This is an optimization exercise on Yosys and OpenROAD, whose aim is small area, not a production implementation.
Where RTL was checked, it was by simulation tests only, not by an equivalence proof against the original.
The RTL of run 1 was laid out without a check of its function.

<file path="design.v">
module sqrt_u32 (
    input  wire        clk,
    input  wire        rst_n,
    input  wire        valid_in,
    input  wire [31:0] data_i,
    output wire        valid_out,
    output wire [15:0] data_o
);
    reg [1:0] v;
    always @(posedge clk or negedge rst_n)
        if (!rst_n) v <= 2'd0;
        else v <= {v[0], valid_in};
    assign valid_out = v[1];
    wire [9:0] r9_d;
    reg  [9:0] r9_q;
    wire [8:0] q9_d;
    reg  [8:0] q9_q;
    wire [13:0] x9_d;
    reg  [13:0] x9_q;
    always @(posedge clk) begin
        r9_q <= r9_d;
        q9_q <= q9_d;
        x9_q <= x9_d;
    end
    wire [13:0] r13_d;
    reg  [13:0] r13_q;
    wire [12:0] q13_d;
    reg  [12:0] q13_q;
    wire [5:0] x13_d;
    reg  [5:0] x13_q;
    always @(posedge clk) begin
        r13_q <= r13_d;
        q13_q <= q13_d;
        x13_q <= x13_d;
    end
    sqrt_seg0 u_seg0 (.x0(data_i), .r9(r9_d), .q9(q9_d), .x9(x9_d));
    sqrt_seg1 u_seg1 (.r9(r9_q), .q9(q9_q), .x9(x9_q), .r13(r13_d), .q13(q13_d), .x13(x13_d));
    sqrt_seg2 u_seg2 (.r13(r13_q), .q13(q13_q), .x13(x13_q), .q16(data_o));
endmodule
module sqrt_seg0 (
    input  wire [31:0] x0,
    output wire [9:0] r9,
    output wire [8:0] q9,
    output wire [13:0] x9
);
    wire [1:0] t0 = x0[31:30];
    wire [1:0] d0 = t0 - 2'd1;
    wire ge0 = |t0;
    wire [1:0] r1 = ge0 ? d0[1:0] : t0[1:0];
    wire [29:0] x1 = x0[29:0];
    wire [0:0] q1 = ge0;
    wire [3:0] t1 = {r1, x1[29:28]};
    wire [3:0] n1 = {1'b1, ~q1, 2'b10};
    wire [4:0] c1;
    wire [3:0] d1;
    assign c1[0] = 1'b1;
    assign d1[0] = t1[0] ^ n1[0] ^ c1[0];
    assign c1[1] = (t1[0] & n1[0]) | (t1[0] & c1[0]) | (n1[0] & c1[0]);
    assign d1[1] = t1[1] ^ n1[1] ^ c1[1];
    assign c1[2] = (t1[1] & n1[1]) | (t1[1] & c1[1]) | (n1[1] & c1[1]);
    assign d1[2] = t1[2] ^ n1[2] ^ c1[2];
    assign c1[3] = (t1[2] & n1[2]) | (t1[2] & c1[2]) | (n1[2] & c1[2]);
    assign d1[3] = t1[3] ^ n1[3] ^ c1[3];
    assign c1[4] = (t1[3] & n1[3]) | (t1[3] & c1[3]) | (n1[3] & c1[3]);
    wire ge1 = c1[4];
    wire [2:0] r2 = ge1 ? d1[2:0] : t1[2:0];
    wire [27:0] x2 = x1[27:0];
    wire [1:0] q2 = {q1, ge1};
    wire [4:0] t2 = {r2, x2[27:26]};
    wire [4:0] n2 = {1'b1, ~q2, 2'b10};
    wire [5:0] c2;
    wire [4:0] d2;
    assign c2[0] = 1'b1;
    assign d2[0] = t2[0] ^ n2[0] ^ c2[0];
    assign c2[1] = (t2[0] & n2[0]) | (t2[0] & c2[0]) | (n2[0] & c2[0]);
    assign d2[1] = t2[1] ^ n2[1] ^ c2[1];
    assign c2[2] = (t2[1] & n2[1]) | (t2[1] & c2[1]) | (n2[1] & c2[1]);
    assign d2[2] = t2[2] ^ n2[2] ^ c2[2];
    assign c2[3] = (t2[2] & n2[2]) | (t2[2] & c2[2]) | (n2[2] & c2[2]);
    assign d2[3] = t2[3] ^ n2[3] ^ c2[3];
    assign c2[4] = (t2[3] & n2[3]) | (t2[3] & c2[3]) | (n2[3] & c2[3]);
    assign d2[4] = t2[4] ^ n2[4] ^ c2[4];
    assign c2[5] = (t2[4] & n2[4]) | (t2[4] & c2[4]) | (n2[4] & c2[4]);
    wire ge2 = c2[5];
    wire [3:0] r3 = ge2 ? d2[3:0] : t2[3:0];
    wire [25:0] x3 = x2[25:0];
    wire [2:0] q3 = {q2, ge2};
    wire [5:0] t3 = {r3, x3[25:24]};
    wire [5:0] n3 = {1'b1, ~q3, 2'b10};
    wire [6:0] c3;
    wire [5:0] d3;
    assign c3[0] = 1'b1;
    assign d3[0] = t3[0] ^ n3[0] ^ c3[0];
    assign c3[1] = (t3[0] & n3[0]) | (t3[0] & c3[0]) | (n3[0] & c3[0]);
    assign d3[1] = t3[1] ^ n3[1] ^ c3[1];
    assign c3[2] = (t3[1] & n3[1]) | (t3[1] & c3[1]) | (n3[1] & c3[1]);
    assign d3[2] = t3[2] ^ n3[2] ^ c3[2];
    assign c3[3] = (t3[2] & n3[2]) | (t3[2] & c3[2]) | (n3[2] & c3[2]);
    assign d3[3] = t3[3] ^ n3[3] ^ c3[3];
    assign c3[4] = (t3[3] & n3[3]) | (t3[3] & c3[3]) | (n3[3] & c3[3]);
    assign d3[4] = t3[4] ^ n3[4] ^ c3[4];
    assign c3[5] = (t3[4] & n3[4]) | (t3[4] & c3[4]) | (n3[4] & c3[4]);
    assign d3[5] = t3[5] ^ n3[5] ^ c3[5];
    assign c3[6] = (t3[5] & n3[5]) | (t3[5] & c3[5]) | (n3[5] & c3[5]);
    wire ge3 = c3[6];
    wire [4:0] r4 = ge3 ? d3[4:0] : t3[4:0];
    wire [23:0] x4 = x3[23:0];
    wire [3:0] q4 = {q3, ge3};
    wire [6:0] t4 = {r4, x4[23:22]};
    wire [6:0] n4 = {1'b1, ~q4, 2'b10};
    wire [7:0] c4;
    wire [6:0] d4;
    assign c4[0] = 1'b1;
    assign d4[0] = t4[0] ^ n4[0] ^ c4[0];
    assign c4[1] = (t4[0] & n4[0]) | (t4[0] & c4[0]) | (n4[0] & c4[0]);
    assign d4[1] = t4[1] ^ n4[1] ^ c4[1];
    assign c4[2] = (t4[1] & n4[1]) | (t4[1] & c4[1]) | (n4[1] & c4[1]);
    assign d4[2] = t4[2] ^ n4[2] ^ c4[2];
    assign c4[3] = (t4[2] & n4[2]) | (t4[2] & c4[2]) | (n4[2] & c4[2]);
    assign d4[3] = t4[3] ^ n4[3] ^ c4[3];
    assign c4[4] = (t4[3] & n4[3]) | (t4[3] & c4[3]) | (n4[3] & c4[3]);
    assign d4[4] = t4[4] ^ n4[4] ^ c4[4];
    assign c4[5] = (t4[4] & n4[4]) | (t4[4] & c4[4]) | (n4[4] & c4[4]);
    assign d4[5] = t4[5] ^ n4[5] ^ c4[5];
    assign c4[6] = (t4[5] & n4[5]) | (t4[5] & c4[5]) | (n4[5] & c4[5]);
    assign d4[6] = t4[6] ^ n4[6] ^ c4[6];
    assign c4[7] = (t4[6] & n4[6]) | (t4[6] & c4[6]) | (n4[6] & c4[6]);
    wire ge4 = c4[7];
    wire [5:0] r5 = ge4 ? d4[5:0] : t4[5:0];
    wire [21:0] x5 = x4[21:0];
    wire [4:0] q5 = {q4, ge4};
    wire [7:0] t5 = {r5, x5[21:20]};
    wire [7:0] n5 = {1'b1, ~q5, 2'b10};
    wire [8:0] c5;
    wire [7:0] d5;
    assign c5[0] = 1'b1;
    assign d5[0] = t5[0] ^ n5[0] ^ c5[0];
    assign c5[1] = (t5[0] & n5[0]) | (t5[0] & c5[0]) | (n5[0] & c5[0]);
    assign d5[1] = t5[1] ^ n5[1] ^ c5[1];
    assign c5[2] = (t5[1] & n5[1]) | (t5[1] & c5[1]) | (n5[1] & c5[1]);
    assign d5[2] = t5[2] ^ n5[2] ^ c5[2];
    assign c5[3] = (t5[2] & n5[2]) | (t5[2] & c5[2]) | (n5[2] & c5[2]);
    assign d5[3] = t5[3] ^ n5[3] ^ c5[3];
    assign c5[4] = (t5[3] & n5[3]) | (t5[3] & c5[3]) | (n5[3] & c5[3]);
    assign d5[4] = t5[4] ^ n5[4] ^ c5[4];
    assign c5[5] = (t5[4] & n5[4]) | (t5[4] & c5[4]) | (n5[4] & c5[4]);
    assign d5[5] = t5[5] ^ n5[5] ^ c5[5];
    assign c5[6] = (t5[5] & n5[5]) | (t5[5] & c5[5]) | (n5[5] & c5[5]);
    assign d5[6] = t5[6] ^ n5[6] ^ c5[6];
    assign c5[7] = (t5[6] & n5[6]) | (t5[6] & c5[6]) | (n5[6] & c5[6]);
    assign d5[7] = t5[7] ^ n5[7] ^ c5[7];
    assign c5[8] = (t5[7] & n5[7]) | (t5[7] & c5[7]) | (n5[7] & c5[7]);
    wire ge5 = c5[8];
    wire [6:0] r6 = t5[6:0] ^ ({7{ge5}} & (n5[6:0] ^ c5[6:0]));
    wire [19:0] x6 = x5[19:0];
    wire [5:0] q6 = {q5, ge5};
    wire [8:0] t6 = {r6, x6[19:18]};
    wire [8:0] n6 = {1'b1, ~q6, 2'b10};
    wire [9:0] c6;
    wire [8:0] d6;
    assign c6[0] = 1'b1;
    assign d6[0] = t6[0] ^ n6[0] ^ c6[0];
    assign c6[1] = (t6[0] & n6[0]) | (t6[0] & c6[0]) | (n6[0] & c6[0]);
    assign d6[1] = t6[1] ^ n6[1] ^ c6[1];
    assign c6[2] = (t6[1] & n6[1]) | (t6[1] & c6[1]) | (n6[1] & c6[1]);
    assign d6[2] = t6[2] ^ n6[2] ^ c6[2];
    assign c6[3] = (t6[2] & n6[2]) | (t6[2] & c6[2]) | (n6[2] & c6[2]);
    assign d6[3] = t6[3] ^ n6[3] ^ c6[3];
    assign c6[4] = (t6[3] & n6[3]) | (t6[3] & c6[3]) | (n6[3] & c6[3]);
    assign d6[4] = t6[4] ^ n6[4] ^ c6[4];
    assign c6[5] = (t6[4] & n6[4]) | (t6[4] & c6[4]) | (n6[4] & c6[4]);
    assign d6[5] = t6[5] ^ n6[5] ^ c6[5];
    assign c6[6] = (t6[5] & n6[5]) | (t6[5] & c6[5]) | (n6[5] & c6[5]);
    assign d6[6] = t6[6] ^ n6[6] ^ c6[6];
    assign c6[7] = (t6[6] & n6[6]) | (t6[6] & c6[6]) | (n6[6] & c6[6]);
    assign d6[7] = t6[7] ^ n6[7] ^ c6[7];
    assign c6[8] = (t6[7] & n6[7]) | (t6[7] & c6[7]) | (n6[7] & c6[7]);
    assign d6[8] = t6[8] ^ n6[8] ^ c6[8];
    assign c6[9] = (t6[8] & n6[8]) | (t6[8] & c6[8]) | (n6[8] & c6[8]);
    wire ge6 = c6[9];
    wire [7:0] r7 = t6[7:0] ^ ({8{ge6}} & (n6[7:0] ^ c6[7:0]));
    wire [17:0] x7 = x6[17:0];
    wire [6:0] q7 = {q6, ge6};
    wire [9:0] t7 = {r7, x7[17:16]};
    wire [9:0] n7 = {1'b1, ~q7, 2'b10};
    wire [10:0] c7;
    wire [9:0] d7;
    assign c7[0] = 1'b1;
    assign d7[0] = t7[0] ^ n7[0] ^ c7[0];
    assign c7[1] = (t7[0] & n7[0]) | (t7[0] & c7[0]) | (n7[0] & c7[0]);
    assign d7[1] = t7[1] ^ n7[1] ^ c7[1];
    assign c7[2] = (t7[1] & n7[1]) | (t7[1] & c7[1]) | (n7[1] & c7[1]);
    assign d7[2] = t7[2] ^ n7[2] ^ c7[2];
    assign c7[3] = (t7[2] & n7[2]) | (t7[2] & c7[2]) | (n7[2] & c7[2]);
    assign d7[3] = t7[3] ^ n7[3] ^ c7[3];
    assign c7[4] = (t7[3] & n7[3]) | (t7[3] & c7[3]) | (n7[3] & c7[3]);
    assign d7[4] = t7[4] ^ n7[4] ^ c7[4];
    assign c7[5] = (t7[4] & n7[4]) | (t7[4] & c7[4]) | (n7[4] & c7[4]);
    assign d7[5] = t7[5] ^ n7[5] ^ c7[5];
    assign c7[6] = (t7[5] & n7[5]) | (t7[5] & c7[5]) | (n7[5] & c7[5]);
    assign d7[6] = t7[6] ^ n7[6] ^ c7[6];
    assign c7[7] = (t7[6] & n7[6]) | (t7[6] & c7[6]) | (n7[6] & c7[6]);
    assign d7[7] = t7[7] ^ n7[7] ^ c7[7];
    assign c7[8] = (t7[7] & n7[7]) | (t7[7] & c7[7]) | (n7[7] & c7[7]);
    assign d7[8] = t7[8] ^ n7[8] ^ c7[8];
    assign c7[9] = (t7[8] & n7[8]) | (t7[8] & c7[8]) | (n7[8] & c7[8]);
    assign d7[9] = t7[9] ^ n7[9] ^ c7[9];
    assign c7[10] = (t7[9] & n7[9]) | (t7[9] & c7[9]) | (n7[9] & c7[9]);
    wire ge7 = c7[10];
    wire [8:0] r8 = t7[8:0] ^ ({9{ge7}} & (n7[8:0] ^ c7[8:0]));
    wire [15:0] x8 = x7[15:0];
    wire [7:0] q8 = {q7, ge7};
    wire [10:0] t8 = {r8, x8[15:14]};
    wire [10:0] n8 = {1'b1, ~q8, 2'b10};
    wire [11:0] c8;
    wire [10:0] d8;
    assign c8[0] = 1'b1;
    assign d8[0] = t8[0] ^ n8[0] ^ c8[0];
    assign c8[1] = (t8[0] & n8[0]) | (t8[0] & c8[0]) | (n8[0] & c8[0]);
    assign d8[1] = t8[1] ^ n8[1] ^ c8[1];
    assign c8[2] = (t8[1] & n8[1]) | (t8[1] & c8[1]) | (n8[1] & c8[1]);
    assign d8[2] = t8[2] ^ n8[2] ^ c8[2];
    assign c8[3] = (t8[2] & n8[2]) | (t8[2] & c8[2]) | (n8[2] & c8[2]);
    assign d8[3] = t8[3] ^ n8[3] ^ c8[3];
    assign c8[4] = (t8[3] & n8[3]) | (t8[3] & c8[3]) | (n8[3] & c8[3]);
    assign d8[4] = t8[4] ^ n8[4] ^ c8[4];
    assign c8[5] = (t8[4] & n8[4]) | (t8[4] & c8[4]) | (n8[4] & c8[4]);
    assign d8[5] = t8[5] ^ n8[5] ^ c8[5];
    assign c8[6] = (t8[5] & n8[5]) | (t8[5] & c8[5]) | (n8[5] & c8[5]);
    assign d8[6] = t8[6] ^ n8[6] ^ c8[6];
    assign c8[7] = (t8[6] & n8[6]) | (t8[6] & c8[6]) | (n8[6] & c8[6]);
    assign d8[7] = t8[7] ^ n8[7] ^ c8[7];
    assign c8[8] = (t8[7] & n8[7]) | (t8[7] & c8[7]) | (n8[7] & c8[7]);
    assign d8[8] = t8[8] ^ n8[8] ^ c8[8];
    assign c8[9] = (t8[8] & n8[8]) | (t8[8] & c8[8]) | (n8[8] & c8[8]);
    assign d8[9] = t8[9] ^ n8[9] ^ c8[9];
    assign c8[10] = (t8[9] & n8[9]) | (t8[9] & c8[9]) | (n8[9] & c8[9]);
    assign d8[10] = t8[10] ^ n8[10] ^ c8[10];
    assign c8[11] = (t8[10] & n8[10]) | (t8[10] & c8[10]) | (n8[10] & c8[10]);
    wire ge8 = c8[11];
    assign r9 = ge8 ? d8[9:0] : t8[9:0];
    assign x9 = x8[13:0];
    assign q9 = {q8, ge8};
endmodule
module sqrt_seg1 (
    input  wire [9:0] r9,
    input  wire [8:0] q9,
    input  wire [13:0] x9,
    output wire [13:0] r13,
    output wire [12:0] q13,
    output wire [5:0] x13
);
    wire [11:0] t9 = {r9, x9[13:12]};
    wire [11:0] n9 = {1'b1, ~q9, 2'b10};
    wire [12:0] c9;
    wire [11:0] d9;
    assign c9[0] = 1'b1;
    assign d9[0] = t9[0] ^ n9[0] ^ c9[0];
    assign c9[1] = (t9[0] & n9[0]) | (t9[0] & c9[0]) | (n9[0] & c9[0]);
    assign d9[1] = t9[1] ^ n9[1] ^ c9[1];
    assign c9[2] = (t9[1] & n9[1]) | (t9[1] & c9[1]) | (n9[1] & c9[1]);
    assign d9[2] = t9[2] ^ n9[2] ^ c9[2];
    assign c9[3] = (t9[2] & n9[2]) | (t9[2] & c9[2]) | (n9[2] & c9[2]);
    assign d9[3] = t9[3] ^ n9[3] ^ c9[3];
    assign c9[4] = (t9[3] & n9[3]) | (t9[3] & c9[3]) | (n9[3] & c9[3]);
    assign d9[4] = t9[4] ^ n9[4] ^ c9[4];
    assign c9[5] = (t9[4] & n9[4]) | (t9[4] & c9[4]) | (n9[4] & c9[4]);
    assign d9[5] = t9[5] ^ n9[5] ^ c9[5];
    assign c9[6] = (t9[5] & n9[5]) | (t9[5] & c9[5]) | (n9[5] & c9[5]);
    assign d9[6] = t9[6] ^ n9[6] ^ c9[6];
    assign c9[7] = (t9[6] & n9[6]) | (t9[6] & c9[6]) | (n9[6] & c9[6]);
    assign d9[7] = t9[7] ^ n9[7] ^ c9[7];
    assign c9[8] = (t9[7] & n9[7]) | (t9[7] & c9[7]) | (n9[7] & c9[7]);
    assign d9[8] = t9[8] ^ n9[8] ^ c9[8];
    assign c9[9] = (t9[8] & n9[8]) | (t9[8] & c9[8]) | (n9[8] & c9[8]);
    assign d9[9] = t9[9] ^ n9[9] ^ c9[9];
    assign c9[10] = (t9[9] & n9[9]) | (t9[9] & c9[9]) | (n9[9] & c9[9]);
    assign d9[10] = t9[10] ^ n9[10] ^ c9[10];
    assign c9[11] = (t9[10] & n9[10]) | (t9[10] & c9[10]) | (n9[10] & c9[10]);
    assign d9[11] = t9[11] ^ n9[11] ^ c9[11];
    assign c9[12] = (t9[11] & n9[11]) | (t9[11] & c9[11]) | (n9[11] & c9[11]);
    wire ge9 = c9[12];
    wire [10:0] r10 = ge9 ? d9[10:0] : t9[10:0];
    wire [11:0] x10 = x9[11:0];
    wire [9:0] q10 = {q9, ge9};
    wire [12:0] t10 = {r10, x10[11:10]};
    wire [12:0] n10 = {1'b1, ~q10, 2'b10};
    wire [13:0] c10;
    wire [12:0] d10;
    assign c10[0] = 1'b1;
    assign d10[0] = t10[0] ^ n10[0] ^ c10[0];
    assign c10[1] = (t10[0] & n10[0]) | (t10[0] & c10[0]) | (n10[0] & c10[0]);
    assign d10[1] = t10[1] ^ n10[1] ^ c10[1];
    assign c10[2] = (t10[1] & n10[1]) | (t10[1] & c10[1]) | (n10[1] & c10[1]);
    assign d10[2] = t10[2] ^ n10[2] ^ c10[2];
    assign c10[3] = (t10[2] & n10[2]) | (t10[2] & c10[2]) | (n10[2] & c10[2]);
    assign d10[3] = t10[3] ^ n10[3] ^ c10[3];
    assign c10[4] = (t10[3] & n10[3]) | (t10[3] & c10[3]) | (n10[3] & c10[3]);
    assign d10[4] = t10[4] ^ n10[4] ^ c10[4];
    assign c10[5] = (t10[4] & n10[4]) | (t10[4] & c10[4]) | (n10[4] & c10[4]);
    assign d10[5] = t10[5] ^ n10[5] ^ c10[5];
    assign c10[6] = (t10[5] & n10[5]) | (t10[5] & c10[5]) | (n10[5] & c10[5]);
    assign d10[6] = t10[6] ^ n10[6] ^ c10[6];
    assign c10[7] = (t10[6] & n10[6]) | (t10[6] & c10[6]) | (n10[6] & c10[6]);
    assign d10[7] = t10[7] ^ n10[7] ^ c10[7];
    assign c10[8] = (t10[7] & n10[7]) | (t10[7] & c10[7]) | (n10[7] & c10[7]);
    assign d10[8] = t10[8] ^ n10[8] ^ c10[8];
    assign c10[9] = (t10[8] & n10[8]) | (t10[8] & c10[8]) | (n10[8] & c10[8]);
    assign d10[9] = t10[9] ^ n10[9] ^ c10[9];
    assign c10[10] = (t10[9] & n10[9]) | (t10[9] & c10[9]) | (n10[9] & c10[9]);
    assign d10[10] = t10[10] ^ n10[10] ^ c10[10];
    assign c10[11] = (t10[10] & n10[10]) | (t10[10] & c10[10]) | (n10[10] & c10[10]);
    assign d10[11] = t10[11] ^ n10[11] ^ c10[11];
    assign c10[12] = (t10[11] & n10[11]) | (t10[11] & c10[11]) | (n10[11] & c10[11]);
    assign d10[12] = t10[12] ^ n10[12] ^ c10[12];
    assign c10[13] = (t10[12] & n10[12]) | (t10[12] & c10[12]) | (n10[12] & c10[12]);
    wire ge10 = c10[13];
    wire [11:0] r11 = t10[11:0] ^ ({12{ge10}} & (n10[11:0] ^ c10[11:0]));
    wire [9:0] x11 = x10[9:0];
    wire [10:0] q11 = {q10, ge10};
    wire [13:0] t11 = {r11, x11[9:8]};
    wire [13:0] n11 = {1'b1, ~q11, 2'b10};
    wire [14:0] c11;
    wire [13:0] d11;
    assign c11[0] = 1'b1;
    assign d11[0] = t11[0] ^ n11[0] ^ c11[0];
    assign c11[1] = (t11[0] & n11[0]) | (t11[0] & c11[0]) | (n11[0] & c11[0]);
    assign d11[1] = t11[1] ^ n11[1] ^ c11[1];
    assign c11[2] = (t11[1] & n11[1]) | (t11[1] & c11[1]) | (n11[1] & c11[1]);
    assign d11[2] = t11[2] ^ n11[2] ^ c11[2];
    assign c11[3] = (t11[2] & n11[2]) | (t11[2] & c11[2]) | (n11[2] & c11[2]);
    assign d11[3] = t11[3] ^ n11[3] ^ c11[3];
    assign c11[4] = (t11[3] & n11[3]) | (t11[3] & c11[3]) | (n11[3] & c11[3]);
    assign d11[4] = t11[4] ^ n11[4] ^ c11[4];
    assign c11[5] = (t11[4] & n11[4]) | (t11[4] & c11[4]) | (n11[4] & c11[4]);
    assign d11[5] = t11[5] ^ n11[5] ^ c11[5];
    assign c11[6] = (t11[5] & n11[5]) | (t11[5] & c11[5]) | (n11[5] & c11[5]);
    assign d11[6] = t11[6] ^ n11[6] ^ c11[6];
    assign c11[7] = (t11[6] & n11[6]) | (t11[6] & c11[6]) | (n11[6] & c11[6]);
    assign d11[7] = t11[7] ^ n11[7] ^ c11[7];
    assign c11[8] = (t11[7] & n11[7]) | (t11[7] & c11[7]) | (n11[7] & c11[7]);
    assign d11[8] = t11[8] ^ n11[8] ^ c11[8];
    assign c11[9] = (t11[8] & n11[8]) | (t11[8] & c11[8]) | (n11[8] & c11[8]);
    assign d11[9] = t11[9] ^ n11[9] ^ c11[9];
    assign c11[10] = (t11[9] & n11[9]) | (t11[9] & c11[9]) | (n11[9] & c11[9]);
    assign d11[10] = t11[10] ^ n11[10] ^ c11[10];
    assign c11[11] = (t11[10] & n11[10]) | (t11[10] & c11[10]) | (n11[10] & c11[10]);
    assign d11[11] = t11[11] ^ n11[11] ^ c11[11];
    assign c11[12] = (t11[11] & n11[11]) | (t11[11] & c11[11]) | (n11[11] & c11[11]);
    assign d11[12] = t11[12] ^ n11[12] ^ c11[12];
    assign c11[13] = (t11[12] & n11[12]) | (t11[12] & c11[12]) | (n11[12] & c11[12]);
    assign d11[13] = t11[13] ^ n11[13] ^ c11[13];
    assign c11[14] = (t11[13] & n11[13]) | (t11[13] & c11[13]) | (n11[13] & c11[13]);
    wire ge11 = c11[14];
    wire [12:0] r12 = t11[12:0] ^ ({13{ge11}} & (n11[12:0] ^ c11[12:0]));
    wire [7:0] x12 = x11[7:0];
    wire [11:0] q12 = {q11, ge11};
    wire [14:0] t12 = {r12, x12[7:6]};
    wire [14:0] n12 = {1'b1, ~q12, 2'b10};
    wire [15:0] c12;
    wire [14:0] d12;
    assign c12[0] = 1'b1;
    assign d12[0] = t12[0] ^ n12[0] ^ c12[0];
    assign c12[1] = (t12[0] & n12[0]) | (t12[0] & c12[0]) | (n12[0] & c12[0]);
    assign d12[1] = t12[1] ^ n12[1] ^ c12[1];
    assign c12[2] = (t12[1] & n12[1]) | (t12[1] & c12[1]) | (n12[1] & c12[1]);
    assign d12[2] = t12[2] ^ n12[2] ^ c12[2];
    assign c12[3] = (t12[2] & n12[2]) | (t12[2] & c12[2]) | (n12[2] & c12[2]);
    assign d12[3] = t12[3] ^ n12[3] ^ c12[3];
    assign c12[4] = (t12[3] & n12[3]) | (t12[3] & c12[3]) | (n12[3] & c12[3]);
    assign d12[4] = t12[4] ^ n12[4] ^ c12[4];
    assign c12[5] = (t12[4] & n12[4]) | (t12[4] & c12[4]) | (n12[4] & c12[4]);
    assign d12[5] = t12[5] ^ n12[5] ^ c12[5];
    assign c12[6] = (t12[5] & n12[5]) | (t12[5] & c12[5]) | (n12[5] & c12[5]);
    assign d12[6] = t12[6] ^ n12[6] ^ c12[6];
    assign c12[7] = (t12[6] & n12[6]) | (t12[6] & c12[6]) | (n12[6] & c12[6]);
    assign d12[7] = t12[7] ^ n12[7] ^ c12[7];
    assign c12[8] = (t12[7] & n12[7]) | (t12[7] & c12[7]) | (n12[7] & c12[7]);
    assign d12[8] = t12[8] ^ n12[8] ^ c12[8];
    assign c12[9] = (t12[8] & n12[8]) | (t12[8] & c12[8]) | (n12[8] & c12[8]);
    assign d12[9] = t12[9] ^ n12[9] ^ c12[9];
    assign c12[10] = (t12[9] & n12[9]) | (t12[9] & c12[9]) | (n12[9] & c12[9]);
    assign d12[10] = t12[10] ^ n12[10] ^ c12[10];
    assign c12[11] = (t12[10] & n12[10]) | (t12[10] & c12[10]) | (n12[10] & c12[10]);
    assign d12[11] = t12[11] ^ n12[11] ^ c12[11];
    assign c12[12] = (t12[11] & n12[11]) | (t12[11] & c12[11]) | (n12[11] & c12[11]);
    assign d12[12] = t12[12] ^ n12[12] ^ c12[12];
    assign c12[13] = (t12[12] & n12[12]) | (t12[12] & c12[12]) | (n12[12] & c12[12]);
    assign d12[13] = t12[13] ^ n12[13] ^ c12[13];
    assign c12[14] = (t12[13] & n12[13]) | (t12[13] & c12[13]) | (n12[13] & c12[13]);
    assign d12[14] = t12[14] ^ n12[14] ^ c12[14];
    assign c12[15] = (t12[14] & n12[14]) | (t12[14] & c12[14]) | (n12[14] & c12[14]);
    wire ge12 = c12[15];
    assign r13 = t12[13:0] ^ ({14{ge12}} & (n12[13:0] ^ c12[13:0]));
    assign x13 = x12[5:0];
    assign q13 = {q12, ge12};
endmodule
module sqrt_seg2 (
    input  wire [13:0] r13,
    input  wire [12:0] q13,
    input  wire [5:0] x13,
    output wire [15:0] q16
);
    wire [15:0] t13 = {r13, x13[5:4]};
    wire [15:0] n13 = {1'b1, ~q13, 2'b10};
    wire [16:0] c13;
    wire [15:0] d13;
    assign c13[0] = 1'b1;
    assign d13[0] = t13[0] ^ n13[0] ^ c13[0];
    assign c13[1] = (t13[0] & n13[0]) | (t13[0] & c13[0]) | (n13[0] & c13[0]);
    assign d13[1] = t13[1] ^ n13[1] ^ c13[1];
    assign c13[2] = (t13[1] & n13[1]) | (t13[1] & c13[1]) | (n13[1] & c13[1]);
    assign d13[2] = t13[2] ^ n13[2] ^ c13[2];
    assign c13[3] = (t13[2] & n13[2]) | (t13[2] & c13[2]) | (n13[2] & c13[2]);
    assign d13[3] = t13[3] ^ n13[3] ^ c13[3];
    assign c13[4] = (t13[3] & n13[3]) | (t13[3] & c13[3]) | (n13[3] & c13[3]);
    assign d13[4] = t13[4] ^ n13[4] ^ c13[4];
    assign c13[5] = (t13[4] & n13[4]) | (t13[4] & c13[4]) | (n13[4] & c13[4]);
    assign d13[5] = t13[5] ^ n13[5] ^ c13[5];
    assign c13[6] = (t13[5] & n13[5]) | (t13[5] & c13[5]) | (n13[5] & c13[5]);
    assign d13[6] = t13[6] ^ n13[6] ^ c13[6];
    assign c13[7] = (t13[6] & n13[6]) | (t13[6] & c13[6]) | (n13[6] & c13[6]);
    assign d13[7] = t13[7] ^ n13[7] ^ c13[7];
    assign c13[8] = (t13[7] & n13[7]) | (t13[7] & c13[7]) | (n13[7] & c13[7]);
    assign d13[8] = t13[8] ^ n13[8] ^ c13[8];
    assign c13[9] = (t13[8] & n13[8]) | (t13[8] & c13[8]) | (n13[8] & c13[8]);
    assign d13[9] = t13[9] ^ n13[9] ^ c13[9];
    assign c13[10] = (t13[9] & n13[9]) | (t13[9] & c13[9]) | (n13[9] & c13[9]);
    assign d13[10] = t13[10] ^ n13[10] ^ c13[10];
    assign c13[11] = (t13[10] & n13[10]) | (t13[10] & c13[10]) | (n13[10] & c13[10]);
    assign d13[11] = t13[11] ^ n13[11] ^ c13[11];
    assign c13[12] = (t13[11] & n13[11]) | (t13[11] & c13[11]) | (n13[11] & c13[11]);
    assign d13[12] = t13[12] ^ n13[12] ^ c13[12];
    assign c13[13] = (t13[12] & n13[12]) | (t13[12] & c13[12]) | (n13[12] & c13[12]);
    assign d13[13] = t13[13] ^ n13[13] ^ c13[13];
    assign c13[14] = (t13[13] & n13[13]) | (t13[13] & c13[13]) | (n13[13] & c13[13]);
    assign d13[14] = t13[14] ^ n13[14] ^ c13[14];
    assign c13[15] = (t13[14] & n13[14]) | (t13[14] & c13[14]) | (n13[14] & c13[14]);
    assign d13[15] = t13[15] ^ n13[15] ^ c13[15];
    assign c13[16] = (t13[15] & n13[15]) | (t13[15] & c13[15]) | (n13[15] & c13[15]);
    wire ge13 = c13[16];
    wire [14:0] r14 = ge13 ? d13[14:0] : t13[14:0];
    wire [3:0] x14 = x13[3:0];
    wire [13:0] q14 = {q13, ge13};
    wire [16:0] t14 = {r14, x14[3:2]};
    wire [16:0] n14 = {1'b1, ~q14, 2'b10};
    wire [17:0] c14;
    wire [16:0] d14;
    assign c14[0] = 1'b1;
    assign d14[0] = t14[0] ^ n14[0] ^ c14[0];
    assign c14[1] = (t14[0] & n14[0]) | (t14[0] & c14[0]) | (n14[0] & c14[0]);
    assign d14[1] = t14[1] ^ n14[1] ^ c14[1];
    assign c14[2] = (t14[1] & n14[1]) | (t14[1] & c14[1]) | (n14[1] & c14[1]);
    assign d14[2] = t14[2] ^ n14[2] ^ c14[2];
    assign c14[3] = (t14[2] & n14[2]) | (t14[2] & c14[2]) | (n14[2] & c14[2]);
    assign d14[3] = t14[3] ^ n14[3] ^ c14[3];
    assign c14[4] = (t14[3] & n14[3]) | (t14[3] & c14[3]) | (n14[3] & c14[3]);
    assign d14[4] = t14[4] ^ n14[4] ^ c14[4];
    assign c14[5] = (t14[4] & n14[4]) | (t14[4] & c14[4]) | (n14[4] & c14[4]);
    assign d14[5] = t14[5] ^ n14[5] ^ c14[5];
    assign c14[6] = (t14[5] & n14[5]) | (t14[5] & c14[5]) | (n14[5] & c14[5]);
    assign d14[6] = t14[6] ^ n14[6] ^ c14[6];
    assign c14[7] = (t14[6] & n14[6]) | (t14[6] & c14[6]) | (n14[6] & c14[6]);
    assign d14[7] = t14[7] ^ n14[7] ^ c14[7];
    assign c14[8] = (t14[7] & n14[7]) | (t14[7] & c14[7]) | (n14[7] & c14[7]);
    assign d14[8] = t14[8] ^ n14[8] ^ c14[8];
    assign c14[9] = (t14[8] & n14[8]) | (t14[8] & c14[8]) | (n14[8] & c14[8]);
    assign d14[9] = t14[9] ^ n14[9] ^ c14[9];
    assign c14[10] = (t14[9] & n14[9]) | (t14[9] & c14[9]) | (n14[9] & c14[9]);
    assign d14[10] = t14[10] ^ n14[10] ^ c14[10];
    assign c14[11] = (t14[10] & n14[10]) | (t14[10] & c14[10]) | (n14[10] & c14[10]);
    assign d14[11] = t14[11] ^ n14[11] ^ c14[11];
    assign c14[12] = (t14[11] & n14[11]) | (t14[11] & c14[11]) | (n14[11] & c14[11]);
    assign d14[12] = t14[12] ^ n14[12] ^ c14[12];
    assign c14[13] = (t14[12] & n14[12]) | (t14[12] & c14[12]) | (n14[12] & c14[12]);
    assign d14[13] = t14[13] ^ n14[13] ^ c14[13];
    assign c14[14] = (t14[13] & n14[13]) | (t14[13] & c14[13]) | (n14[13] & c14[13]);
    assign d14[14] = t14[14] ^ n14[14] ^ c14[14];
    assign c14[15] = (t14[14] & n14[14]) | (t14[14] & c14[14]) | (n14[14] & c14[14]);
    assign d14[15] = t14[15] ^ n14[15] ^ c14[15];
    assign c14[16] = (t14[15] & n14[15]) | (t14[15] & c14[15]) | (n14[15] & c14[15]);
    assign d14[16] = t14[16] ^ n14[16] ^ c14[16];
    assign c14[17] = (t14[16] & n14[16]) | (t14[16] & c14[16]) | (n14[16] & c14[16]);
    wire ge14 = c14[17];
    wire [17:0] a1_a = {d14[15:0], x14[1:0]};
    wire [17:0] a1_n = ~({1'b0, q14, 3'b101});
    wire [18:0] a1_c;
    assign a1_c[0] = 1'b1;
    assign a1_c[1] = (a1_a[0] & a1_n[0]) | (a1_a[0] & a1_c[0]) | (a1_n[0] & a1_c[0]);
    assign a1_c[2] = (a1_a[1] & a1_n[1]) | (a1_a[1] & a1_c[1]) | (a1_n[1] & a1_c[1]);
    assign a1_c[3] = (a1_a[2] & a1_n[2]) | (a1_a[2] & a1_c[2]) | (a1_n[2] & a1_c[2]);
    assign a1_c[4] = (a1_a[3] & a1_n[3]) | (a1_a[3] & a1_c[3]) | (a1_n[3] & a1_c[3]);
    assign a1_c[5] = (a1_a[4] & a1_n[4]) | (a1_a[4] & a1_c[4]) | (a1_n[4] & a1_c[4]);
    assign a1_c[6] = (a1_a[5] & a1_n[5]) | (a1_a[5] & a1_c[5]) | (a1_n[5] & a1_c[5]);
    assign a1_c[7] = (a1_a[6] & a1_n[6]) | (a1_a[6] & a1_c[6]) | (a1_n[6] & a1_c[6]);
    assign a1_c[8] = (a1_a[7] & a1_n[7]) | (a1_a[7] & a1_c[7]) | (a1_n[7] & a1_c[7]);
    assign a1_c[9] = (a1_a[8] & a1_n[8]) | (a1_a[8] & a1_c[8]) | (a1_n[8] & a1_c[8]);
    assign a1_c[10] = (a1_a[9] & a1_n[9]) | (a1_a[9] & a1_c[9]) | (a1_n[9] & a1_c[9]);
    assign a1_c[11] = (a1_a[10] & a1_n[10]) | (a1_a[10] & a1_c[10]) | (a1_n[10] & a1_c[10]);
    assign a1_c[12] = (a1_a[11] & a1_n[11]) | (a1_a[11] & a1_c[11]) | (a1_n[11] & a1_c[11]);
    assign a1_c[13] = (a1_a[12] & a1_n[12]) | (a1_a[12] & a1_c[12]) | (a1_n[12] & a1_c[12]);
    assign a1_c[14] = (a1_a[13] & a1_n[13]) | (a1_a[13] & a1_c[13]) | (a1_n[13] & a1_c[13]);
    assign a1_c[15] = (a1_a[14] & a1_n[14]) | (a1_a[14] & a1_c[14]) | (a1_n[14] & a1_c[14]);
    assign a1_c[16] = (a1_a[15] & a1_n[15]) | (a1_a[15] & a1_c[15]) | (a1_n[15] & a1_c[15]);
    assign a1_c[17] = (a1_a[16] & a1_n[16]) | (a1_a[16] & a1_c[16]) | (a1_n[16] & a1_c[16]);
    assign a1_c[18] = (a1_a[17] & a1_n[17]) | (a1_a[17] & a1_c[17]) | (a1_n[17] & a1_c[17]);
    wire a1 = a1_c[18];
    wire [17:0] a0_a = {t14[15:0], x14[1:0]};
    wire [17:0] a0_n = ~({1'b0, q14, 3'b001});
    wire [18:0] a0_c;
    assign a0_c[0] = 1'b1;
    assign a0_c[1] = (a0_a[0] & a0_n[0]) | (a0_a[0] & a0_c[0]) | (a0_n[0] & a0_c[0]);
    assign a0_c[2] = (a0_a[1] & a0_n[1]) | (a0_a[1] & a0_c[1]) | (a0_n[1] & a0_c[1]);
    assign a0_c[3] = (a0_a[2] & a0_n[2]) | (a0_a[2] & a0_c[2]) | (a0_n[2] & a0_c[2]);
    assign a0_c[4] = (a0_a[3] & a0_n[3]) | (a0_a[3] & a0_c[3]) | (a0_n[3] & a0_c[3]);
    assign a0_c[5] = (a0_a[4] & a0_n[4]) | (a0_a[4] & a0_c[4]) | (a0_n[4] & a0_c[4]);
    assign a0_c[6] = (a0_a[5] & a0_n[5]) | (a0_a[5] & a0_c[5]) | (a0_n[5] & a0_c[5]);
    assign a0_c[7] = (a0_a[6] & a0_n[6]) | (a0_a[6] & a0_c[6]) | (a0_n[6] & a0_c[6]);
    assign a0_c[8] = (a0_a[7] & a0_n[7]) | (a0_a[7] & a0_c[7]) | (a0_n[7] & a0_c[7]);
    assign a0_c[9] = (a0_a[8] & a0_n[8]) | (a0_a[8] & a0_c[8]) | (a0_n[8] & a0_c[8]);
    assign a0_c[10] = (a0_a[9] & a0_n[9]) | (a0_a[9] & a0_c[9]) | (a0_n[9] & a0_c[9]);
    assign a0_c[11] = (a0_a[10] & a0_n[10]) | (a0_a[10] & a0_c[10]) | (a0_n[10] & a0_c[10]);
    assign a0_c[12] = (a0_a[11] & a0_n[11]) | (a0_a[11] & a0_c[11]) | (a0_n[11] & a0_c[11]);
    assign a0_c[13] = (a0_a[12] & a0_n[12]) | (a0_a[12] & a0_c[12]) | (a0_n[12] & a0_c[12]);
    assign a0_c[14] = (a0_a[13] & a0_n[13]) | (a0_a[13] & a0_c[13]) | (a0_n[13] & a0_c[13]);
    assign a0_c[15] = (a0_a[14] & a0_n[14]) | (a0_a[14] & a0_c[14]) | (a0_n[14] & a0_c[14]);
    assign a0_c[16] = (a0_a[15] & a0_n[15]) | (a0_a[15] & a0_c[15]) | (a0_n[15] & a0_c[15]);
    assign a0_c[17] = (a0_a[16] & a0_n[16]) | (a0_a[16] & a0_c[16]) | (a0_n[16] & a0_c[16]);
    assign a0_c[18] = (a0_a[17] & a0_n[17]) | (a0_a[17] & a0_c[17]) | (a0_n[17] & a0_c[17]);
    wire a0 = a0_c[18];
    wire ge15 = ge14 ? a1 : a0;
    assign q16 = {q14, ge14, ge15};
endmodule
</file>
<file path="flow/run.sh">
#!/bin/bash
# Standard layout (standard.sh) with its own logic mapping:
# - synthesis keeps the pipeline-stage modules apart until after ABC (SYNTH_HIERARCHICAL=1)
#   and maps each with its own ABC script (flow/*.abc), so a stage with timing to spare is
#   mapped for area and one without is mapped for speed; the standard flow's synthesis script then
#   flattens the design as usual (no pass-through buffers: SYNTH_INSBUF=0). The registers all
#   sit in the top module, as in the RTL.
# - Yosys's full-adder extraction is skipped (ADDER_MAP_FILE empty), so ABC maps the carry
#   chains itself.
# - input and output ports get the smallest buffer (buf_1).
export BUFFER_PORTS_ARGS="-buffer_cell sky130_fd_sc_hd__buf_1"
# - clock tree without dummy loads.
export CTS_ARGS="-sink_clustering_enable -repair_clock_nets -buf_list sky130_fd_sc_hd__clkbuf_8 -dont_use_dummy_load"
set -euo pipefail
here=$(pwd)
sed 's|^\(\s*\)log_cmd abc {\*}$abc_args|\1source $::env(MY_ABC_TCL)|' \
  "$FLOW_HOME/scripts/synth.tcl" > "$here/synth_abc.tcl"
grep -q 'MY_ABC_TCL' "$here/synth_abc.tcl"
sed "s|\$::env(SCRIPTS_DIR)/synth.tcl|$here/synth_abc.tcl|" synth_recipe.tcl > "$here/synth_recipe_abc.tcl"
grep -q synth_abc.tcl "$here/synth_recipe_abc.tcl"
sed "s|SYNTH_SCRIPT=[^ ]*|SYNTH_SCRIPT=$here/synth_recipe_abc.tcl|" standard.sh > "$here/standard_abc.sh"
export ADDER_MAP_FILE=
export SYNTH_HIERARCHICAL=1
export SYNTH_INSBUF=0
export MY_ABC_TCL="$here/flow/abc_per_module.tcl"
export MY_ABC_MOD=" sqrt_seg0 $here/flow/t6.abc sqrt_seg1 $here/flow/u3.abc sqrt_seg2 $here/flow/s11.abc"
bash "$here/standard_abc.sh" > standard.log 2>&1
</file>
<file path="flow/abc_per_module.tcl">
# Sourced by synth_abc.tcl in place of ORFS's single abc call: each pipeline-stage module gets
# its own ABC script (MY_ABC_MOD is "module script ..."), then the top module (registers only)
# gets ORFS's script.
foreach {mod scr} $::env(MY_ABC_MOD) {
  log_cmd abc {*}[lreplace $abc_args 1 1 $scr] $mod
}
log_cmd abc {*}$abc_args $::env(DESIGN_NAME)
</file>
<file path="flow/s11.abc">
strash
dc2
dch -f
map -a
topo
stime -c
buffer -c
upsize -c
dnsize -c
</file>
<file path="flow/t6.abc">
strash
dc2
dch
map -B 0.9
topo
stime -c
buffer -c
dnsize -c
</file>
<file path="flow/u3.abc">
strash
dc2
dch -f
map -B 0.9
topo
stime -c
buffer -c
dnsize -c
</file>
<file path="standard.sh">
#!/bin/bash
# synth_recipe.tcl (not shown) runs the flow's synth.tcl, then flattens the netlist and writes it again
# the make line also repeats each setting of config.mk as NAME=value (left out here)
make -C /OpenROAD-flow-scripts/flow DESIGN_CONFIG=/design/flow/config.mk WORK_HOME=/design/flow/orfs CLKGATE_MAP_FILE= SYNTH_SCRIPT=/design/flow/synth_recipe.tcl "${@:-finish}"
</file>
<file path="config.mk">
export PLATFORM = sky130hd
export DESIGN_NAME = sqrt_u32
export DESIGN_NICKNAME = sqrt_u32
export VERILOG_FILES = /design/flow/design.v
export SDC_FILE = /design/flow/constraint.sdc
export NUM_CORES = 4
export LEC_CHECK = 0
export ABC_AREA = 1
export CAP_MARGIN = 20
export CORE_MARGIN = 2
export CORE_UTILIZATION = 55
export CTS_BUF_LIST = sky130_fd_sc_hd__clkbuf_8
export GPL_TIMING_DRIVEN = 0
export PLACE_DENSITY = 0.65
export SETUP_SLACK_MARGIN = -0.5
export SLEW_MARGIN = 20
</file>
<file path="constraint.sdc">
create_clock -name core_clock -period 9.0 [get_ports {clk}]
set_input_delay 1.8000 -clock core_clock [delete_from_list [all_inputs] [get_ports {clk}]]
set_output_delay 1.8000 -clock core_clock [all_outputs]
set_load 0.01 [all_outputs]
</file>
==> flow_summary.json, run 1 <==
{
  "synthesis.nets": 1088,
  "endpoint_kind": "flop",
  "async_flop_share": 0.0294,
  "cts.sinks": 68,
  "die_area_um2": 11900,
  "area_delta_synth_final_pct": 13.3,
  "synth-edff-count": 0,
  "setup_viol": 0,
  "final_cell_mix": "nand2_1 (436), nand3_1 (120), inv_1 (112)",
  "path_depth": 69,
  "grt_max_degree": 15,
  "whs_ns": 0.310,
  "netlist_area_um2": 6060,
  "clock-root-buffer": "clkbuf_8",
  "relSlewSlack": 0.641,
  "grt.total_usage": 0.235,
  "reg2reg_slack_ns": 0.72,
  "maxSlewViolCount": 0,
  "final_nets": 1166,
  "first_pass_iters": 5,
  "place_inst": 1244,
  "grt_overflow": 0,
  "drive_gt1_frac": 0.110,
  "vias": 6388,
  "r2r_start": "q9_q[1]$_DFF_P_",
  "drv_cap": 0,
  "timing.critical_path.mode_cell": "nand2_1",
  "antenna_cells": 0,
  "drt_iter0_drc": 300,
  "wl_um": 13800,
  "clockBufferDepth": 2,
  "synth_seq_area_share": 0.226,
  "worstPathRequired_ns": 9.23,
  "initial_utilization": 0.561,
  "cts_hold_buf": 0,
  "clock_latency_ns": 0.35,
  "grt_pass1_wl_um": 22500,
  "final_antenna_net_count": 0,
  "ys_seq_elements": 68,
  "die_h_um": 109,
  "path_buf_inv": 10,
  "tns_ns": 0,
  "crit_fanout": 10,
  "status": "no timing/DRC/antenna violations",
  "synthCells": 1053,
  "maxUsedRoutingLayer": "met4",
  "crit_family": "simple AND/OR/NAND/NOR gates",
  "cpPeakStageDelay_ns": 0.32,
  "mostFrequentLayoutCell": "nand2_1",
  "hold_viol": 0,
  "fin_crit_sh": 0.960,
  "synthFlopType": "dfxtp_1",
  "critPathArrivalTime_ns": 8.87,
  "finalCriticalPeriod_ns": 8.64,
  "startpoint_type": "input pin",
  "grt_antenna_before_repair": 0,
  "worst_slew_pin_slew_ns": 0.539,
  "clkSlewWorstSetupHoldPaths_ns": 0.08,
  "cts_buffers": 9,
  "m1WireLength_um": 6140,
  "crit_type": "input pin to flop",
  "r2r_end": "r13_q[12]$_DFF_P_",
  "reg2reg_depth": 80,
  "hold_class": "flop to flop",
  "fin_util": 0.636,
  "die_w_um": 109,
  "crit_start": "data_i[28]",
  "rows": 38,
  "cts_tree": "done",
  "globalplace.congestion": 0.875,
  "htreeDepth": 3,
  "avgViaCountPerCell": 5.03,
  "grt_pass1_vias": 5405,
  "clock_skew_ns": 0.0265,
  "met2_length_um": 7180,
  "pin_count": 52,
  "instances_no_fill": 1269,
  "route.met3.wl_um": 293,
  "synth.distinct_cells": 43,
  "io_buffers": 51,
  "crit_path_end": "r9_q[2]$_DFF_P_",
  "drc": 0,
  "synth_warnings": 7,
  "coreArea_um2": 10800,
  "avgSynthCellArea_um2": 5.75,
  "hold_depth": 0,
  "hpwlAfterDp_um": 11300,
  "routedWlPerCell_um": 10.9,
  "crit_path_top_delay_cell": "or2_2",
  "max_clock_freq_ghz": 0.116
}
## sequential cells by signal, indices dropped and copies added, names as in the netlist
name   cells
r13_q     14
x9_q      14
q13_q     13
r9_q      10
q9_q       9
x13_q      6
v          2
## per-module statistics from Yosys, one instance, submodules excluded
| module | copies in the design | area [µm²] | flops+latches | cells |
|---|---|---|---|---|
| sqrt_seg1 | 1 | 1710 | 0 | 376 |
| sqrt_seg0 | 1 | 1540 | 0 | 334 |
| sqrt_seg2 | 1 | 1440 | 0 | 275 |
| sqrt_u32 | 1 | 1370 | 68 | 68 |
## per-layer routing
layer / vias to the layer above / GRT usage
met5: - / 0
met4: 0 / 0.0632
met3: 17 / 0.0341
met2: 77 / 0.464
met1: 2773 / 0.258
li1: 3521 / -
## cell usage after synthesis, drive strengths merged (2+ instances only)
cell type  instances  share of area
dfrtp              2         0.0083
o21ai             54          0.047
inv              119          0.074
xnor2             38          0.055
nand3            130           0.11
buf                6         0.0056
nand2            474           0.30
a221oi             7          0.010
dfxtp             66           0.22
or2               12          0.013
nand4              7         0.0072
nand3b             8         0.0099
nor3               9         0.0074
maj3               6          0.011
xor2              40          0.059
clkbuf             4         0.0025
a31oi              5         0.0052
nor2              38          0.024
a21oi             16          0.014
a22oi              4         0.0058
## cell type report
cell class | instances | area [µm²]
plain buffers | 10 | 62.6
clock buffers | 9 | 124
fillers | 1131 | 3930
inverters | 119 | 449
multi-input cells | 858 | 4380
flip-flops and latches | 68 | 1370
well taps | 140 | 175
repair buffers | 65 | 302
## worst min path at each step
| stage | startpoint | to | slack [ns] |
|---|---|---|---|
| after global placement | x9_q[2]$_DFF_P_ | x13_q[2]$_DFF_P_ | 0.31 |
| after global routing | x9_q[1]$_DFF_P_ | x13_q[1]$_DFF_P_ | 0.31 |
| final | x9_q[1]$_DFF_P_ | x13_q[1]$_DFF_P_ | 0.31 |
| after floorplan | x9_q[0]$_DFF_P_ | x13_q[0]$_DFF_P_ | 0.31 |
| after CTS | x9_q[1]$_DFF_P_ | x13_q[1]$_DFF_P_ | 0.31 |
| after detailed placement | x9_q[4]$_DFF_P_ | x13_q[4]$_DFF_P_ | 0.31 |
## through the flow
stage	instance area (µm²)	worst slack [ns]
4_1_cts	6560	-0.470
5_1_grt	6860	-0.579
6_report	6860	0.361
3_3_place_gp	6420	-1.08
3_5_place_dp	6420	-1.16
2_1_floorplan	6060	0.772
## timing repair
item | 4_1_cts | 5_1_grt
pin swaps | 1 | 5
resized for setup | 4 | 64
endpoints found under the setup margin | 11 | 26
gates cloned | 0 | 2
endpoints found under the hold margin | 0 | 0
setup buffers | 2 | 12
## cells by family after synthesis
family          synth area share
compound gates            0.0903
xor+xnor                   0.114
fa+ha+maj                 0.0109
buf+inv                   0.0818
flops                      0.226
mux                      0.00165
simple gates               0.475
==> run 2, diff against run 1 <==
--- a/design.v
+++ b/design.v
@@ -63,7 +63,7 @@
     assign d1[3] = t1[3] ^ n1[3] ^ c1[3];
     assign c1[4] = (t1[3] & n1[3]) | (t1[3] & c1[3]) | (n1[3] & c1[3]);
     wire ge1 = c1[4];
-    wire [2:0] r2 = ge1 ? d1[2:0] : t1[2:0];
+    wire [2:0] r2 = t1[2:0] ^ ({3{ge1}} & (n1[2:0] ^ c1[2:0]));
     wire [27:0] x2 = x1[27:0];
     wire [1:0] q2 = {q1, ge1};
     wire [4:0] t2 = {r2, x2[27:26]};
@@ -82,7 +82,7 @@
     assign d2[4] = t2[4] ^ n2[4] ^ c2[4];
     assign c2[5] = (t2[4] & n2[4]) | (t2[4] & c2[4]) | (n2[4] & c2[4]);
     wire ge2 = c2[5];
-    wire [3:0] r3 = ge2 ? d2[3:0] : t2[3:0];
+    wire [3:0] r3 = t2[3:0] ^ ({4{ge2}} & (n2[3:0] ^ c2[3:0]));
     wire [25:0] x3 = x2[25:0];
     wire [2:0] q3 = {q2, ge2};
     wire [5:0] t3 = {r3, x3[25:24]};
@@ -103,7 +103,7 @@
     assign d3[5] = t3[5] ^ n3[5] ^ c3[5];
     assign c3[6] = (t3[5] & n3[5]) | (t3[5] & c3[5]) | (n3[5] & c3[5]);
     wire ge3 = c3[6];
-    wire [4:0] r4 = ge3 ? d3[4:0] : t3[4:0];
+    wire [4:0] r4 = t3[4:0] ^ ({5{ge3}} & (n3[4:0] ^ c3[4:0]));
     wire [23:0] x4 = x3[23:0];
     wire [3:0] q4 = {q3, ge3};
     wire [6:0] t4 = {r4, x4[23:22]};
@@ -126,7 +126,7 @@
     assign d4[6] = t4[6] ^ n4[6] ^ c4[6];
     assign c4[7] = (t4[6] & n4[6]) | (t4[6] & c4[6]) | (n4[6] & c4[6]);
     wire ge4 = c4[7];
-    wire [5:0] r5 = ge4 ? d4[5:0] : t4[5:0];
+    wire [5:0] r5 = t4[5:0] ^ ({6{ge4}} & (n4[5:0] ^ c4[5:0]));
     wire [21:0] x5 = x4[21:0];
     wire [4:0] q5 = {q4, ge4};
     wire [7:0] t5 = {r5, x5[21:20]};
--- a/config.mk
+++ b/config.mk
@@ -11,6 +11,6 @@
 export CORE_UTILIZATION = 55
 export CTS_BUF_LIST = sky130_fd_sc_hd__clkbuf_8
 export GPL_TIMING_DRIVEN = 0
-export PLACE_DENSITY = 0.65
+export PLACE_DENSITY = 0.75
 export SETUP_SLACK_MARGIN = -0.5
 export SLEW_MARGIN = 20
==> run 2 against run 1 <==
Count of clock-buffer cells in the layout did not move; setup slack got worse by 0.077 ns; design area rose by 0.20%; non-clock buffer count rose by 2; utilization rose by 0.41 points; clock skew fell by 0.010 ns; synthesized cell count fell by 1.1%.
==> flow_summary.json, run 2 <==
{
  "synthSimpleGateAreaFrac": 0.475,
  "setup_ws_ns": 0.284,
  "avgViaCountPerCell": 5.10,
  "crit_path_top_delay_cell": "buf_4",
  "drc": 0,
  "netlist_area_um2": 6000,
  "synth-edff-count": 0,
  "grt_max_degree": 13,
  "final_nets": 1156,
  "coreArea_um2": 10700,
  "die_area_um2": 11800,
  "grt_pass1_wl_um": 23000,
  "synth_top_area_cell": "nand2_1",
  "rows": 38,
  "drv_cap": 0,
  "critPathArrivalTime_ns": 8.95,
  "synth_mux_area_frac": 0.00167,
  "io_buffers": 51,
  "synth.area.top_cells": "nand2_1 (29%), dfxtp_1 (22%), nand3_1 (9.9%)",
  "worst_slew_pin_slew_ns": 0.599,
  "htreeDepth": 3,
  "cpPeakStageDelay_ns": 0.19,
  "hold_viol": 0,
  "grt_overflow": 0,
  "hpwlAfterDp_um": 10800,
  "area_delta_synth_final_pct": 14.6,
  "multiInputGateArea_um2": 4370,
  "synthesis.nets": 1076,
  "synth_common_cells": "nand2_1 (459), nand3_1 (119), inv_1 (116)",
  "crit_type": "input pin to flop",
  "cts.sinks": 68,
  "grt_pass1_vias": 5653,
  "synth_compound_area_frac": 0.0887,
  "relSlewSlack": 0.601,
  "routedWlPerCell_um": 10.9,
  "ys_seq_elements": 68,
  "setup_viol": 0,
  "clock_skew_ns": 0.0161,
  "synth_fa_ha_area_frac": 0.0111,
  "initial_utilization": 0.558,
  "synth_seq_area_share": 0.229,
  "clock_latency_ns": 0.35,
  "vias": 6424,
  "finalCriticalPeriod_ns": 8.72,
  "worstPathRequired_ns": 9.24,
  "grt_antenna_before_repair": 0,
  "cts_buffers": 9,
  "ff_latch_area_um2": 1380,
  "clockBufferDepth": 2,
  "pin_count": 52,
  "synthFlopType": "dfxtp_1",
  "max_clock_freq_ghz": 0.115,
  "die_w_um": 108,
  "mostFrequentLayoutCell": "nand2_1",
  "async_flop_share": 0.0294,
  "avgSynthCellArea_um2": 5.76,
  "drive_gt1_frac": 0.118,
  "synth_warnings": 7,
  "yosysMostFrequentCell": "nand2_1",
  "status": "no timing/DRC/antenna violations",
  "first_pass_iters": 5,
  "maxSlewViolCount": 0,
  "tns_ns": 0,
  "pre_cts_ws_ns": -1.13,
  "timing.critical_path.mode_cell": "nand2_1",
  "die_h_um": 108,
  "final_cell_mix": "nand2_1 (434), inv_1 (108), nand3_1 (108)",
  "cts_tree": "done",
  "top_regs": "r13_q: 14 flops, x9_q: 14 flops, q13_q: 13 flops",
  "antenna_cells": 0,
  "synthCells": 1041,
  "synth.distinct_cells": 42,
  "hold_class": "flop to flop",
  "synth_top_family_by_area": "simple AND/OR/NAND/NOR gates",
  "endpoint_kind": "flop",
  "drt_iter0_drc": 341,
  "yosys.area_share.xor_xnor": 0.114,
  "crit_fanout": 10,
  "fin_crit_sh": 0.968,
  "clkSlewWorstSetupHoldPaths_ns": 0.07,
  "grt.total_usage": 0.237,
  "num-fill-cells": 1125,
  "wl_um": 13700,
  "synth_top_area_frac": 0.287,
  "clock-root-buffer": "clkbuf_8",
  "globalplace.congestion": 0.843,
  "final_antenna_net_count": 0,
  "startpoint_type": "input pin"
}
==> run 2: cell count changes after synthesis, sizes merged, moves of 2 or more <==
| cell | delta |
|---|---|
| nor2 | -2 |
| nand3 | -6 |
| inv | -2 |
| nand4 | +2 |
| xnor2 | -2 |
| a31oi | -2 |
| or2 | -2 |
==> run 2: what timing repair did <==
action / CTS / global route
cloned: 0 / 2
hold endpoints to repair: 0 / 0
gates resized for setup: 6 / 78
endpoints found under the setup margin: 11 / 26
pin swaps: 0 / 5
buffers inserted: 0 / 16
hold buffers: 0 / 0
==> run 2: per-stage QoR <==
stage	instances	utilization	hold slack (ns)	area, µm²
final	1259	0.640	0.313	6880
after global routing	1259	0.640	0.328	6880
after CTS	1241	0.606	0.318	6510
after detailed placement	1232	0.592	0.316	6360
after global placement	1232	0.592	0.311	6360
after floorplan	1041	-	0.310	6000
==> run 2: Yosys stat by module, one instance, submodules excluded <==
module / cells inside / cell area [µm²] / times used / flip-flops and latches
sqrt_seg1: 376 / 1710 / 1 / 0
sqrt_seg0: 322 / 1480 / 1 / 0
sqrt_seg2: 275 / 1440 / 1 / 0
sqrt_u32: 68 / 1370 / 1 / 68
==> run 2: logic make-up (layout without fill, tap and decap cells) <==
group	Yosys count	after routing
buffers and inverters	127	203
xor gates and xnor gates	77	77
AOI/OAI and AO/OA	90	90
DFF	68	68
muxes	1	1
adders and majority gates	6	6
and+or+nand+nor	672	674
==> run 2: layer usage <==
layer / track usage / vias up / part of all wire
met4: 0.0678 / 0 / 0.020
met3: 0.0319 / 22 / 0.034
met1: 0.264 / 2801 / 0.43
li1: - / 3487 / -
met5: 0 / - / 0
met2: 0.463 / 114 / 0.52
==> run 2: worst paths after layout <==
path | from | end | slack (ns) | cells past startpoint
worst max-delay path | data_i[28] | r9_q[8]$_DFF_P_ | 0.28 | 73
max in group asynchronous | rst_n | v[1]$_DFF_PN0_ | 7.65 | 1
min in group asynchronous | rst_n | v[0]$_DFF_PN0_ | 1.23 | 1
worst min register to register | x9_q[0]$_DFF_P_ | x13_q[0]$_DFF_P_ | 0.31 | 0
worst min-delay path | x9_q[0]$_DFF_P_ | x13_q[0]$_DFF_P_ | 0.31 | 0
worst max register to register | q9_q[1]$_DFF_P_ | r13_q[12]$_DFF_P_ | 0.76 | 74
==> run 2: cell type report <==
cell class,count,area share
plain buffers,10,0.00892
clock buffers,9,0.0180
inverters,117,0.0646
multi-input cells,848,0.636
flip-flops and latches,68,0.201
well taps,140,0.0255
repair buffers,67,0.0462
==> run 2: critical path: cells and delay by family <==
kind | cells | cell delay, ns
simple gates | 65 | 6.19
buf+inv | 6 | 0.73
compound gates | 2 | 0.21
==> run 3, diff against run 2 <==
--- a/config.mk
+++ b/config.mk
@@ -10,7 +10,7 @@
 export CORE_MARGIN = 2
 export CORE_UTILIZATION = 55
 export CTS_BUF_LIST = sky130_fd_sc_hd__clkbuf_8
-export GPL_TIMING_DRIVEN = 0
-export PLACE_DENSITY = 0.75
+export GPL_TIMING_DRIVEN = 1
+export PLACE_DENSITY = 0.65
 export SETUP_SLACK_MARGIN = -0.5
 export SLEW_MARGIN = 20
==> run 3 against run 2 <==
Largest cell class unchanged; still clean on timing, DRC and antenna; sequential share of layout area decreased by 0.11 points; non-clock buffer count increased by 2; highest routed layer unchanged; wire length increased by 5.5%; design area increased by 0.71%; setup slack improved by 0.24 ns; die area unchanged.
==> flow_summary.json, run 3 <==
{
  "status": "no timing/DRC/antenna violations",
  "cpPeakStageDelay_ns": 0.26,
  "drt_iter0_drc": 360,
  "synthCells": 1041,
  "cts_hold_buf": 0,
  "grt_antenna_before_repair": 0,
  "ys_seq_elements": 68,
  "hpwlAfterDp_um": 11700,
  "clock-root-buffer": "clkbuf_8",
  "synthFlopType": "dfxtp_1",
  "num-fill-cells": 1084,
  "cts_tree": "done",
  "design_area_um2": 6920,
  "synth_top_area_frac": 0.287,
  "coreArea_um2": 10700,
  "cts_buffers": 9,
  "crit_type": "input pin to flop",
  "yosysMostFrequentCell": "nand2_1",
  "worstPathRequired_ns": 9.18,
  "startpoint_type": "input pin",
  "reg2reg_depth": 81,
  "pin_count": 52,
  "area_delta_synth_final_pct": 15.4,
  "grt.total_usage": 0.248,
  "avgSynthCellArea_um2": 5.76,
  "synth_common_cells": "nand2_1 (459), nand3_1 (119), inv_1 (116)",
  "avgViaCountPerCell": 5.08,
  "clkSlewWorstSetupHoldPaths_ns": 0.08,
  "maxSlewViolCount": 0,
  "die_w_um": 108,
  "die_h_um": 108,
  "final_cell_mix": "nand2_1 (433), inv_1 (111), nand3_1 (106)",
  "relSlewSlack": 0.658,
  "critPathArrivalTime_ns": 8.66,
  "rows": 38,
  "htreeDepth": 3,
  "finalCriticalPeriod_ns": 8.48,
  "final_nets": 1158,
  "die_area_um2": 11800,
  "crit_fanout": 7,
  "clock_latency_ns": 0.35,
  "endpoint_kind": "flop",
  "mostFrequentLayoutCell": "nand2_1",
  "max_clock_freq_ghz": 0.118,
  "synth_top_area_cell": "nand2_1",
  "hold_class": "flop to flop",
  "drc": 0,
  "synth-edff-count": 0,
  "synth_warnings": 7,
  "final_antenna_net_count": 0,
  "wl_um": 14400,
  "drive_gt1_frac": 0.122,
  "globalplace.congestion": 0.894,
  "top_regs": "r13_q: 14 flops, x9_q: 14 flops, q13_q: 13 flops",
  "whs_ns": 0.319,
  "async_flop_share": 0.0294,
  "hold_viol": 0,
  "synth.area.top_cells": "nand2_1 (29%), dfxtp_1 (22%), nand3_1 (9.9%)",
  "drv_cap": 0,
  "netlist_area_um2": 6000,
  "routedWlPerCell_um": 11.5,
  "first_pass_iters": 5,
  "antenna_cells": 0,
  "setup_viol": 0,
  "synth_seq_area_share": 0.229,
  "fin_crit_sh": 0.942,
  "clockBufferDepth": 2,
  "clock_skew_ns": 0.0309,
  "placed_area_um2": 6460,
  "crit_path_top_delay_cell": "xnor2_1",
  "cts.sinks": 68,
  "grt_pass1_wl_um": 23800,
  "grt_pass1_vias": 5656,
  "hold_depth": 0,
  "timing.critical_path.mode_cell": "nand2_1",
  "io_buffers": 51,
  "worst_slew_pin_slew_ns": 0.513,
  "grt_max_degree": 25,
  "initial_utilization": 0.558,
  "grt_overflow": 0,
  "synth.distinct_cells": 42,
  "vias": 6411,
  "synthesis.nets": 1076
}
run 3: worst paths after layout:
path                       slack [ns]            start                to
setup / recovery                 0.52       data_i[31]   r9_q[7]$_DFF_P_
hold / removal                   0.32  x9_q[1]$_DFF_P_  x13_q[1]$_DFF_P_
setup reg to reg                 0.67  q9_q[1]$_DFF_P_  r13_q[2]$_DFF_P_
hold reg to reg                  0.32  x9_q[1]$_DFF_P_  x13_q[1]$_DFF_P_
max in group asynchronous        7.65            rst_n    v[1]$_DFF_PN0_
min in group asynchronous        1.23            rst_n    v[0]$_DFF_PN0_
run 3: routing by layer:
layer,vias to the layer above,routed length [µm],global-route usage,part of all wire
met2,119,7480,0.474,0.52
met3,26,397,0.0295,0.027
met4,0,265,0.0705,0.018
li1,3471,-,-,-
met1,2795,6310,0.286,0.44
met5,-,0,0,0
run 3: modules after synthesis, one instance, submodules excluded:
module / cells / copies in the design / flip-flops and latches / cell area, µm²
sqrt_seg0: 322 / 1 / 0 / 1480
sqrt_seg1: 376 / 1 / 0 / 1710
sqrt_seg2: 275 / 1 / 0 / 1440
sqrt_u32: 68 / 1 / 68 / 1370
run 3: stage by stage:
step / setup TNS (ns) / std cells / worst slack [ns] / utilization
3_3_place_gp: 0 / 1239 / 0.00349 / 0.601
4_1_cts: 0 / 1248 / 0.110 / 0.612
5_1_grt: -12.07 / 1261 / -0.572 / 0.644
6_report: 0 / 1261 / 0.520 / 0.644
3_5_place_dp: -1.11 / 1239 / -0.221 / 0.601
2_1_floorplan: 0 / 1041 / 0.652 / -
run 3: area by class of cell:
class                           instances  area, µm²  share of cell area
Multi-Input combinational cell        848       4360               0.630
Sequential cell                        68       1380               0.199
Inverter                              117        439              0.0634
Timing Repair Buffer                   79        442              0.0638
Tap cell                              140        175              0.0253
Clock buffer                            9        124              0.0179
run 3: logic make-up (layout without fill, tap and decap cells):
| family | Yosys count | after routing | synth area share |
|---|---|---|---|
| and+or+nand+nor | 672 | 674 | 0.475 |
| buffers and inverters | 127 | 205 | 0.0813 |
| AOI/OAI and AO/OA | 90 | 90 | 0.0887 |
| xor gates and xnor gates | 77 | 77 | 0.114 |
| DFF | 68 | 68 | 0.229 |
| adders and majority gates | 6 | 6 | 0.0111 |
| muxes | 1 | 1 | 0.00167 |
run 3: critical path, delay by kind of cell:
kind                   cells  cell delay (ns)
XOR/XNOR                   2             0.44
buffers and inverters      5             0.74
AND/OR/NAND/NOR           60             5.47
AO/OA/AOI/OAI              2             0.21
run 3: repair_timing:
| action | 4_1_cts | 5_1_grt |
|---|---|---|
| endpoints found under the setup margin | 0 | 26 |
| gates resized for setup | 0 | 71 |
| endpoints found under the hold margin | 0 | 0 |
| buffers inserted | 0 | 10 |

[what the ideal ports hide]
No port has a modelled driver above. Below, the same layouts with a new extraction and two added sets of constraints.
Step 1: set_driving_cell puts a clkbuf_16 on clk and a buf_2 on each other input, an assumption about the parent block.
Step 2 also shifts input and output timing later by t, the mid clock arrival at the registers, as if the neighbouring blocks saw the same clock.
Three values: no drivers, after step 1, after step 2; two values: the first two.
run	shift t [ns]	setup WS [ns]	worst hold slack (ns)	latest minus earliest clock arrival (ns)	pins driven straight from the clock port
run 1	0.371	0.361 / 0.372 / 0.001	0.310 / 0.310 / 0.310	0.027 / 0.028	1
run 2	0.371	0.284 / 0.293 / -0.078	0.313 / 0.313 / 0.313	0.022 / 0.021	1
run 3	0.365	0.520 / 0.532 / 0.166	0.319 / 0.319 / 0.319	0.031 / 0.031	1
With both steps, setup timing fails in run 2, where it was met with ideal ports. The setup slack of run 2, which loses most, moves by +0.009 ns with the drivers and by -0.362 ns with both steps.
